What follows belongs to an exercise in optimizing a design on an open flow for a short achievable clock period and few clock cycles; a production flow would make more cautious choices. At most, simulation tests tie the RTL to the original design; equivalence was not proved. No driver is modelled on the clock port, so clocking that relies on it looks cheaper here than on a real chip. Power and IR drop assume default switching activity.

Setup of violet:
// RV32core
module RV32core(
        input clk,   
        input rst,   
        output[31:0] imem_addr,
        input [31:0] imem_data,
        output[31:0] dmem_addr,
        output[31:0] dmem_wdata,
        output[3:0]  dmem_wstrb,
        input [31:0] dmem_rdata
    );
Size: about 15000 cells after synthesis, about 3800 flip-flops, ~170 I/O pins, about 160000 um2 of cells after synthesis.
Settings: LEC_CHECK=0, ABC_CLOCK_PERIOD_IN_PS=100, CAP_MARGIN=20, CORE_MARGIN=2, CORE_UTILIZATION=40, CTS_CLUSTER_DIAMETER=120, CTS_CLUSTER_SIZE=24, SLEW_MARGIN=20; clock period 17.0 ns.
standard.sh (not shown) runs the stock make flow with config.mk's settings and CLKGATE_MAP_FILE= SYNTH_SCRIPT=/design/flow/synth_recipe.tcl, a recipe that flattens the netlist after the stock synthesis.
==> flow/flow/run.sh <==
#!/bin/bash
# Layout: the standard ORFS flow with these changes.
#  * synthesis leaves adders to abc as plain gates (ADDER_MAP_FILE empty)
#    instead of mapping them onto the library's full/half adder cells
#  * timing repair is asked to leave SETUP_SLACK_MARGIN ns of setup slack at
#    the design's clock period, so it works on the real critical paths
#  * before detailed placement, each flip-flop that drives an output port's
#    buffer is moved next to that buffer (flow/pull_outs.tcl)
#  * the port buffers are buf_4 cells (BUFFER_PORTS_ARGS), not delay cells
# Each tool's output is in synth.log and layout.log, and ORFS's logs under orfs/.
set -euo pipefail
MARGIN=${MARGIN:-12.8}
HERE=$(pwd)
bash standard.sh ADDER_MAP_FILE= synth > synth.log 2>&1
bash standard.sh ADDER_MAP_FILE= SETUP_SLACK_MARGIN=$MARGIN \
  BUFFER_PORTS_ARGS="-buffer_cell sky130_fd_sc_hd__buf_4" PRE_DETAIL_PLACE_TCL=$HERE/flow/pull_outs.tcl POST_CTS_TCL=$HERE/flow/post_cts.tcl \
  finish > layout.log 2>&1
Other scripts of this flow, unchanged in this note and not shown: flow/flow/drop_root.tcl, flow/flow/post_cts.tcl, flow/flow/pull_outs.tcl
Testbench counts of violet, summed over its fixed seeds: cycles 330,387.
### violet -> cedar
- clearing CTS_CLUSTER_SIZE, which used to be 24
- clearing CTS_CLUSTER_DIAMETER, which used to be 120
## What came out
cedar completed; timing, DRC and antenna clean
On clock period minus worst slack, violet and cedar are basically level.
Note that the net switching power figure recorded for cedar amounts to 1.09 times the value seen in violet.
cedar vs. violet: global-route usage went up by 0.19 points.
Against violet, cedar reports a met2 usage in global routing that is lower.
cedar vs violet: power up
Per-cell routed wire length: cedar vs violet down 1.6%
Between violet and cedar, the fmax does not differ in any meaningful way.
cedar ends up with higher wire length than violet does.
Any difference in number of placed instances with taps included between cedar and violet is small enough to ignore.
Summary of the comparison: synthesis-to-finish area growth is higher in cedar, relative to violet.
Setup changes, cedar to yarrow
==> flow/flow/run.sh <==
#!/bin/bash
set -euo pipefail
MARGIN=${MARGIN:-12.8}
HERE=$(pwd)
bash standard.sh ADDER_MAP_FILE= synth > synth.log 2>&1
bash standard.sh ADDER_MAP_FILE= SETUP_SLACK_MARGIN=$MARGIN \
  PRE_DETAIL_PLACE_TCL=$HERE/flow/pull_outs.tcl POST_CTS_TCL=$HERE/flow/post_cts.tcl \
  finish > layout.log 2>&1
- Core utilization: yarrow lower than cedar
- Looking only at number of antenna violations at the first check in global routing, and setting everything else aside, the lower value of yarrow and cedar goes to yarrow.
- Relative to cedar, combinational power has gone down in yarrow.
- Setup slack | yarrow above cedar
- Taking cedar as the reference, in yarrow detailed placement HPWL went down, clock skew after layout went down by 0.0054 ns, wire length lost 2.1%, number of nets still failing antenna checks after routing ~0 delta.
- Compared with cedar, yarrow shows a lower final standard cell area without fillers.

---

RV32core, a different RTL version from the one above (not shown whole).
Size: about 15000 cells after synthesis, roughly 3800 flip-flops, roughly 160000 um2 of cells after synthesis.
## RV32core
module RV32core(
        input clk,   
        input rst,   
        output[31:0] imem_addr,
        input [31:0] imem_data,
        output[31:0] dmem_addr,
        output[31:0] dmem_wdata,
        output[3:0]  dmem_wstrb,
        input [31:0] dmem_rdata
    );
Settings: LEC_CHECK=0, ABC_CLOCK_PERIOD_IN_PS=100, CAP_MARGIN=20, CORE_MARGIN=2, CORE_UTILIZATION=30, SLEW_MARGIN=20; clock period 17.0 ns.
==> flow/flow/run.sh <==
#!/bin/bash
# Layout: the standard ORFS flow with these changes.
#  * synthesis leaves adders to abc as plain gates (ADDER_MAP_FILE empty)
#    instead of mapping them onto the library's full/half adder cells
#  * timing repair is asked to leave SETUP_SLACK_MARGIN ns of setup slack at
#    the design's clock period, so it works on the real critical paths
#  * before detailed placement, each flip-flop that drives an output port's
#    buffer is moved next to that buffer (flow/pull_outs.tcl)
#  * the port buffers are buf_4 cells (BUFFER_PORTS_ARGS), not delay cells
# Each tool's output is in synth.log and layout.log, and ORFS's logs under orfs/.
set -euo pipefail
MARGIN=${MARGIN:-13.5}
HERE=$(pwd)
bash standard.sh ADDER_MAP_FILE= synth > synth.log 2>&1
bash standard.sh ADDER_MAP_FILE= SETUP_SLACK_MARGIN=$MARGIN \
  BUFFER_PORTS_ARGS="-buffer_cell sky130_fd_sc_hd__buf_4" PRE_DETAIL_PLACE_TCL=$HERE/flow/pull_outs.tcl POST_CTS_TCL=$HERE/flow/post_cts.tcl \
  finish > layout.log 2>&1
==> flow/flow/post_cts.tcl <==
# After clock tree synthesis: drop the tree's root buffer (flow/drop_root.tcl),
# then one more round of timing repair with the final clock tree, and
# legalize again.
source [file join [file dirname [info script]] drop_root.tcl]
estimate_parasitics -placement
repair_timing -setup -setup_margin $::env(SETUP_SLACK_MARGIN) -repair_tns 100 -max_passes 40 -verbose
detailed_placement
check_placement -verbose
estimate_parasitics -placement
report_worst_slack -max
Other scripts of this flow, unchanged in this note and not shown: flow/flow/drop_root.tcl, flow/flow/pull_outs.tcl
Testbench counts at the start, summed over its fixed seeds: cycles 329,746.
==> next run, changes <==
--- a/flow/flow/run.sh
+++ b/flow/flow/run.sh
@@ -11,3 +11,3 @@
 set -euo pipefail
-MARGIN=${MARGIN:-13.5}
+MARGIN=${MARGIN:-12.5}
 HERE=$(pwd)
- CORE_UTILIZATION: 30 -> 40
Critical path depth went up by 12.
Synthesized area is unchanged.
Clock-buffer cell count goes down by 15.
Total power is lower by 6.8%.
Via count shrinks by 3.3%.
Worst hold slack degrades by 0.054 ns.
Clock skew grows by 0.0055 ns.
Wire length goes down by 5.3%.
==> next run, changes <==
--- a/flow/flow/run.sh
+++ b/flow/flow/run.sh
@@ -11,3 +11,3 @@
 set -euo pipefail
-MARGIN=${MARGIN:-12.5}
+MARGIN=${MARGIN:-12.8}
 HERE=$(pwd)
- CORE_UTILIZATION: 40 -> 30
Outcome:
- The changed run produced a clean layout
- setup slack gets better by 0.086 ns
- fmax grows by 1.8%
- combinational power climbs by 4.3%
- cell area climbs by 3.4%
- global-route usage goes down by 8.4 points
- synthesized cell count stays the same
- clock-buffer cell count climbs by 10
- core utilization went down by 10 points
==> next run, changes <==
--- a/flow/flow/run.sh
+++ b/flow/flow/run.sh
@@ -11,3 +11,3 @@
 set -euo pipefail
-MARGIN=${MARGIN:-12.8}
+MARGIN=${MARGIN:-13.1}
 HERE=$(pwd)
- CORE_UTILIZATION: 30 -> 40
Result: Routed wire length goes down by 1.0%; flip-flop and latch count stays the same; hold slack gains 0.029 ns; clock-buffer cell count goes down by 31; synthesized cell count is unchanged; cell count goes down by 7.4%; worst setup slack gains 0.033 ns.
==> next run, changes <==
--- a/flow/flow/run.sh
+++ b/flow/flow/run.sh
@@ -11,3 +11,3 @@
 set -euo pipefail
-MARGIN=${MARGIN:-13.1}
+MARGIN=${MARGIN:-12.8}
 HERE=$(pwd)
After rerunning: The changed run went through all stages and came out clean; setup slack is worse by 0.14 ns; power falls by 0.74%; design area falls by 1.5%; register-to-register slack is worse by 0.08 ns; hold slack is better by 0.0035 ns; non-clock buffer count falls by 198; global-route usage falls by 0.65 points.
==> next run, changes <==
--- a/flow/flow/run.sh
+++ b/flow/flow/run.sh
@@ -11,3 +11,3 @@
 set -euo pipefail
-MARGIN=${MARGIN:-12.8}
+MARGIN=${MARGIN:-13.1}
 HERE=$(pwd)
- CORE_UTILIZATION: 40 -> 30
The changed run produced a clean layout.
Sequential share of layout area drops by 2.1 points.
Sequential cell count stays the same.
Power goes up by a few percent.
Final cell count rises by roughly a tenth.
Combinational power is higher by roughly a tenth.
Sequential power is about the same.

---

v34:
Another version of the RTL of RV32core (not shown whole).
Size: ~11000 cells after synthesis, ~3800 flip-flops, roughly 170 I/O pins, ~170000 µm² of cells after synthesis.
export LEC_CHECK = 0
export ABC_CLOCK_PERIOD_IN_PS = 1000
export CAP_MARGIN = 20
export CORE_MARGIN = 2
export CORE_UTILIZATION = 55
export SLEW_MARGIN = 20
create_clock -name core_clock -period 17.0 [get_ports {clk}]
==> flow/flow/run.sh <==
#!/bin/bash
# Layout: the standard ORFS flow, with timing repair asked to leave
# SETUP_SLACK_MARGIN ns of setup slack at the design's clock period.
set -euo pipefail
MARGIN=${MARGIN:-12.8}
bash standard.sh synth > synth.log 2>&1
bash standard.sh SETUP_SLACK_MARGIN=$MARGIN finish > layout.log 2>&1
Completing all stages was not enough for v34: its layout failed the final checks because of capacitance limit, slew limit.
[inputs] v29 vs v34
# v34
export LEC_CHECK = 0
export ABC_CLOCK_PERIOD_IN_PS = 1000
export CAP_MARGIN = 20
export CORE_MARGIN = 2
export CORE_UTILIZATION = 55
export SLEW_MARGIN = 20
create_clock -name core_clock -period 17.0 [get_ports {clk}]
# v29
export LEC_CHECK = 0
export ABC_CLOCK_PERIOD_IN_PS = 1000
export CAP_MARGIN = 20
export CORE_MARGIN = 2
export CORE_UTILIZATION = 40
export SLEW_MARGIN = 20
create_clock -name core_clock -period 17.0 [get_ports {clk}]
Notes after the runs:
v29: full flow OK, the timing, DRC and antenna checks passed. Going from v34 to v29, total inserted antenna cells shrank by about 47%; hold slack grew by 0.0044 ns; power share of the clock group grew by 0.9 points; total chip power shrank by 2.2%.
Function was not checked in any run of this note: the RTL went through the layout flow alone.

---

Another version of the RTL of RV32core (not shown whole).
Size in the first run: roughly 13000 cells after synthesis.
==> flow/config.mk <==
export PLATFORM = sky130hd
export DESIGN_NAME = RV32core
export DESIGN_NICKNAME = RV32core
export VERILOG_FILES = /design/flow/design.v
export SDC_FILE = /design/flow/constraint.sdc
export NUM_CORES = 8
export LEC_CHECK = 0
export ABC_CLOCK_PERIOD_IN_PS = 100
export CAP_MARGIN = 20
export CORE_MARGIN = 2
export CORE_UTILIZATION = 40
export SLEW_MARGIN = 20
==> flow/constraint.sdc <==
create_clock -name core_clock -period 17.0 [get_ports {clk}]
set_input_delay 3.4000 -clock core_clock [delete_from_list [all_inputs] [get_ports {clk}]]
set_output_delay 3.4000 -clock core_clock [all_outputs]
set_load 0.01 [all_outputs]
==> flow/flow/run.sh <==
#!/bin/bash
# Layout: the standard ORFS flow with three changes.
#  * synthesis leaves adders to abc as plain gates (ADDER_MAP_FILE empty)
#    instead of mapping them onto the library's full/half adder cells
#  * timing repair is asked to leave SETUP_SLACK_MARGIN ns of setup slack at
#    the design's clock period, so it works on the real critical paths
#  * before detailed placement, each flip-flop that drives an output port's
#    buffer is moved next to that buffer (flow/pull_outs.tcl)
# Each tool's output is in synth.log and layout.log, and ORFS's logs under orfs/.
set -euo pipefail
MARGIN=${MARGIN:-12.8}
HERE=$(pwd)
bash standard.sh ADDER_MAP_FILE= synth > synth.log 2>&1
bash standard.sh ADDER_MAP_FILE= SETUP_SLACK_MARGIN=$MARGIN PRE_DETAIL_PLACE_TCL=$HERE/flow/pull_outs.tcl finish > layout.log 2>&1
==> flow/flow/pull_outs.tcl <==
# Pull each flip-flop that drives an output port's buffer next to that buffer,
# so the flop's Q net is short; detailed placement then legalizes.
set block [ord::get_db_block]
set moved 0
foreach bterm [$block getBTerms] {
  if {[$bterm getIoType] ne "OUTPUT"} { continue }
  set net [$bterm getNet]
  if {$net eq "NULL"} { continue }
  set buf ""
  foreach it [$net getITerms] { if {[$it isOutputSignal]} { set buf [$it getInst] } }
  if {$buf eq ""} { continue }
  set n2 ""
  foreach it [$buf getITerms] { if {[$it isInputSignal]} { set n2 [$it getNet] } }
  if {$n2 eq "" || $n2 eq "NULL"} { continue }
  if {[llength [$n2 getITerms]] != 2} { continue }
  set ff ""
  foreach it [$n2 getITerms] { if {[$it isOutputSignal]} { set ff [$it getInst] } }
  if {$ff eq ""} { continue }
  if {![string match "*df*" [[$ff getMaster] getName]]} { continue }
  set loc [$buf getLocation]
  $ff setLocation [lindex $loc 0] [lindex $loc 1]
  incr moved
}
puts "pull_outs: moved $moved flip-flops next to their output buffers"
The baseline completed without violations.
Then changed:
==> flow/flow/run.sh (replaced) <==
#!/bin/bash
set -euo pipefail
MARGIN=${MARGIN:-12.8}
HERE=$(pwd)
bash standard.sh ADDER_MAP_FILE= synth > synth.log 2>&1
bash standard.sh ADDER_MAP_FILE= SETUP_SLACK_MARGIN=$MARGIN \
  PRE_DETAIL_PLACE_TCL=$HERE/flow/pull_outs.tcl POST_CTS_TCL=$HERE/flow/drop_root.tcl \
  finish > layout.log 2>&1
==> flow/flow/drop_root.tcl (new file) <==
set block [ord::get_db_block]
set clknet [[$block findBTerm clk] getNet]
set loads {}
foreach it [$clknet getITerms] { if {[$it isInputSignal]} { lappend loads $it } }
if {[llength $loads] == 1} {
  set root [[lindex $loads 0] getInst]
  set onet ""
  foreach it [$root getITerms] { if {[$it isOutputSignal]} { set onet [$it getNet] } }
  set sinks {}
  if {$onet ne ""} {
    foreach it [$onet getITerms] { if {[$it isInputSignal]} { lappend sinks $it } }
  }
  if {$onet ne "" && [llength $sinks] > 0 && [llength $sinks] <= 4 && [string match "*clkbuf*" [[$root getMaster] getName]]} {
    foreach it $sinks { $it disconnect; $it connect $clknet }
    foreach it [$root getITerms] { $it disconnect }
    odb::dbInst_destroy $root
    odb::dbNet_destroy $onet
    puts "drop_root: [llength $sinks] clock buffers now driven by the clock port"
  } else {
    puts "drop_root: root buffer kept ([llength $sinks] loads)"
  }
} else {
  puts "drop_root: clock port drives [llength $loads] pins; nothing done"
}
- The new run finished clean
- fmax rises by 3.4%
- die area does not change
- total power hardly moves
- design area is about the same
- setup slack gains 0.16 ns
- clock-buffer cell count falls by 1
- final cell count is about the same
- global-route usage is about the same
- first-iteration DRC count falls by about 1.6%
- via count barely changes
- synthesized cell count does not change
Function was not checked in any run of this note: the RTL went through the layout flow alone.

---

Another version of the RTL of RV32core (not shown whole).
Size in the first run: roughly 22000 cells after synthesis.
clock: 17.0 ns
lec_check: 0
abc_clock_period_in_ps: 100
cap_margin: 20
core_margin: 2
core_utilization: 40
slew_margin: 20
==> flow/flow/run.sh <==
#!/bin/bash
set -euo pipefail
MARGIN=${MARGIN:-12.8}
HERE=$(pwd)
bash standard.sh ADDER_MAP_FILE= synth > synth.log 2>&1
bash standard.sh ADDER_MAP_FILE= SETUP_SLACK_MARGIN=$MARGIN \
  PRE_DETAIL_PLACE_TCL=$HERE/flow/pull_outs.tcl POST_CTS_TCL=$HERE/flow/post_cts.tcl \
  finish > layout.log 2>&1
==> flow/flow/drop_root.tcl <==
set block [ord::get_db_block]
set clknet [[$block findBTerm clk] getNet]
set loads {}
foreach it [$clknet getITerms] { if {[$it isInputSignal]} { lappend loads $it } }
if {[llength $loads] == 1} {
  set root [[lindex $loads 0] getInst]
  set onet ""
  foreach it [$root getITerms] { if {[$it isOutputSignal]} { set onet [$it getNet] } }
  set sinks {}
  if {$onet ne ""} {
    foreach it [$onet getITerms] { if {[$it isInputSignal]} { lappend sinks $it } }
  }
  if {$onet ne "" && [llength $sinks] > 0 && [llength $sinks] <= 4 && [string match "*clkbuf*" [[$root getMaster] getName]]} {
    foreach it $sinks { $it disconnect; $it connect $clknet }
    foreach it [$root getITerms] { $it disconnect }
    odb::dbInst_destroy $root
    odb::dbNet_destroy $onet
    puts "drop_root: [llength $sinks] clock buffers now driven by the clock port"
  } else {
    puts "drop_root: root buffer kept ([llength $sinks] loads)"
  }
} else {
  puts "drop_root: clock port drives [llength $loads] pins; nothing done"
}
Scripts as last shown in full above: flow/flow/post_cts.tcl, flow/flow/pull_outs.tcl
Then changed:
--- a/flow/flow/run.sh
+++ b/flow/flow/run.sh
@@ -1,0 +2,9 @@
+# Layout: the standard ORFS flow with these changes.
+#  * synthesis leaves adders to abc as plain gates (ADDER_MAP_FILE empty)
+#    instead of mapping them onto the library's full/half adder cells
+#  * timing repair is asked to leave SETUP_SLACK_MARGIN ns of setup slack at
+#    the design's clock period, so it works on the real critical paths
+#  * before detailed placement, each flip-flop that drives an output port's
+#    buffer is moved next to that buffer (flow/pull_outs.tcl)
+#  * the port buffers are buf_4 cells (BUFFER_PORTS_ARGS), not delay cells
+# Each tool's output is in synth.log and layout.log, and ORFS's logs under orfs/.
@@ -7 +16 @@
-  PRE_DETAIL_PLACE_TCL=$HERE/flow/pull_outs.tcl POST_CTS_TCL=$HERE/flow/post_cts.tcl \
+  BUFFER_PORTS_ARGS="-buffer_cell sky130_fd_sc_hd__buf_4" PRE_DETAIL_PLACE_TCL=$HERE/flow/pull_outs.tcl POST_CTS_TCL=$HERE/flow/post_cts.tcl \
- The changed run ran to the end with no violations
- utilization goes down by 0.66 points
- hold slack loses 0.013 ns
- setup slack loses 0.022 ns
- non-clock buffer count goes down by 198
- synthesized cell count stays the same
- design area goes down by 1.4%
- total power goes down by 2.2%
- sequential share of layout area goes up by 0.70 points
- die area does not change
Function was not checked in any run of this note: the RTL went through the layout flow alone.

## separate check: timing with driven ports
Ports are ideal in the flow. The routed layouts listed here were re-timed in OpenROAD.
Step 1: set_driving_cell puts a clkbuf_16 on clk and a buf_2 on each other input, an assumption about the parent block.
Step 2 moves the port delays by t, midway between the first and last clock arrival at a register: inputs arrive t later, outputs are due t later. That takes back most of the time a late clock gives input paths.
Three values: no drivers, after step 1, after step 2; two values: the first two.
run	shift t [ns]	slack for setup (ns)	hold WS [ns]	worst data-port slew with drivers (ns)	cell pins on the clock port's net
violet	0.904	12.316 / 12.105 / 11.733	0.294 / 0.294 / 0.294	0.10	4
cedar	0.916	12.318 / 12.106 / 11.742	0.299 / 0.299 / 0.299	0.10	4
yarrow	0.974	12.381 / 12.136 / 11.616	0.260 / 0.262 / 0.262	0.05	4
the first run of note 2	1.006	12.363 / 12.123 / 11.628	0.327 / 0.327 / 0.327	0.37	4
the second run of note 2	0.980	12.260 / 12.146 / 11.689	0.272 / 0.274 / 0.274	0.28	4
the third run of note 2	0.982	12.346 / 12.119 / 11.623	0.278 / 0.279 / 0.279	0.27	4
the fourth run of note 2	0.948	12.379 / 12.167 / 11.604	0.307 / 0.308 / 0.308	0.28	4
the fifth run of note 2	0.953	12.236 / 12.074 / 11.737	0.311 / 0.311 / 0.311	0.23	4
the sixth run of note 2	0.984	12.386 / 12.149 / 11.672	0.294 / 0.294 / 0.294	0.21	4
v34	1.072	11.769 / 11.819 / 10.747	0.314 / 0.314 / 0.314	0.21	1
v29	1.104	11.735 / 11.719 / 10.615	0.319 / 0.319 / 0.319	0.20	1
the first run of note 4	1.183	12.046 / 11.927 / 11.548	0.318 / 0.318 / 0.318	0.30	1
the second run of note 4	1.036	12.208 / 12.071 / 11.444	0.318 / 0.318 / 0.318	0.30	4
the first run of note 5	1.091	12.219 / 11.956 / 11.686	0.305 / 0.305 / 0.305	0.32	4
the second run of note 5	1.076	12.197 / 11.947 / 11.618	0.292 / 0.292 / 0.292	0.26	4
The setup slack of v29, which loses most, moves by -0.016 ns with the drivers and by -1.120 ns with both steps.
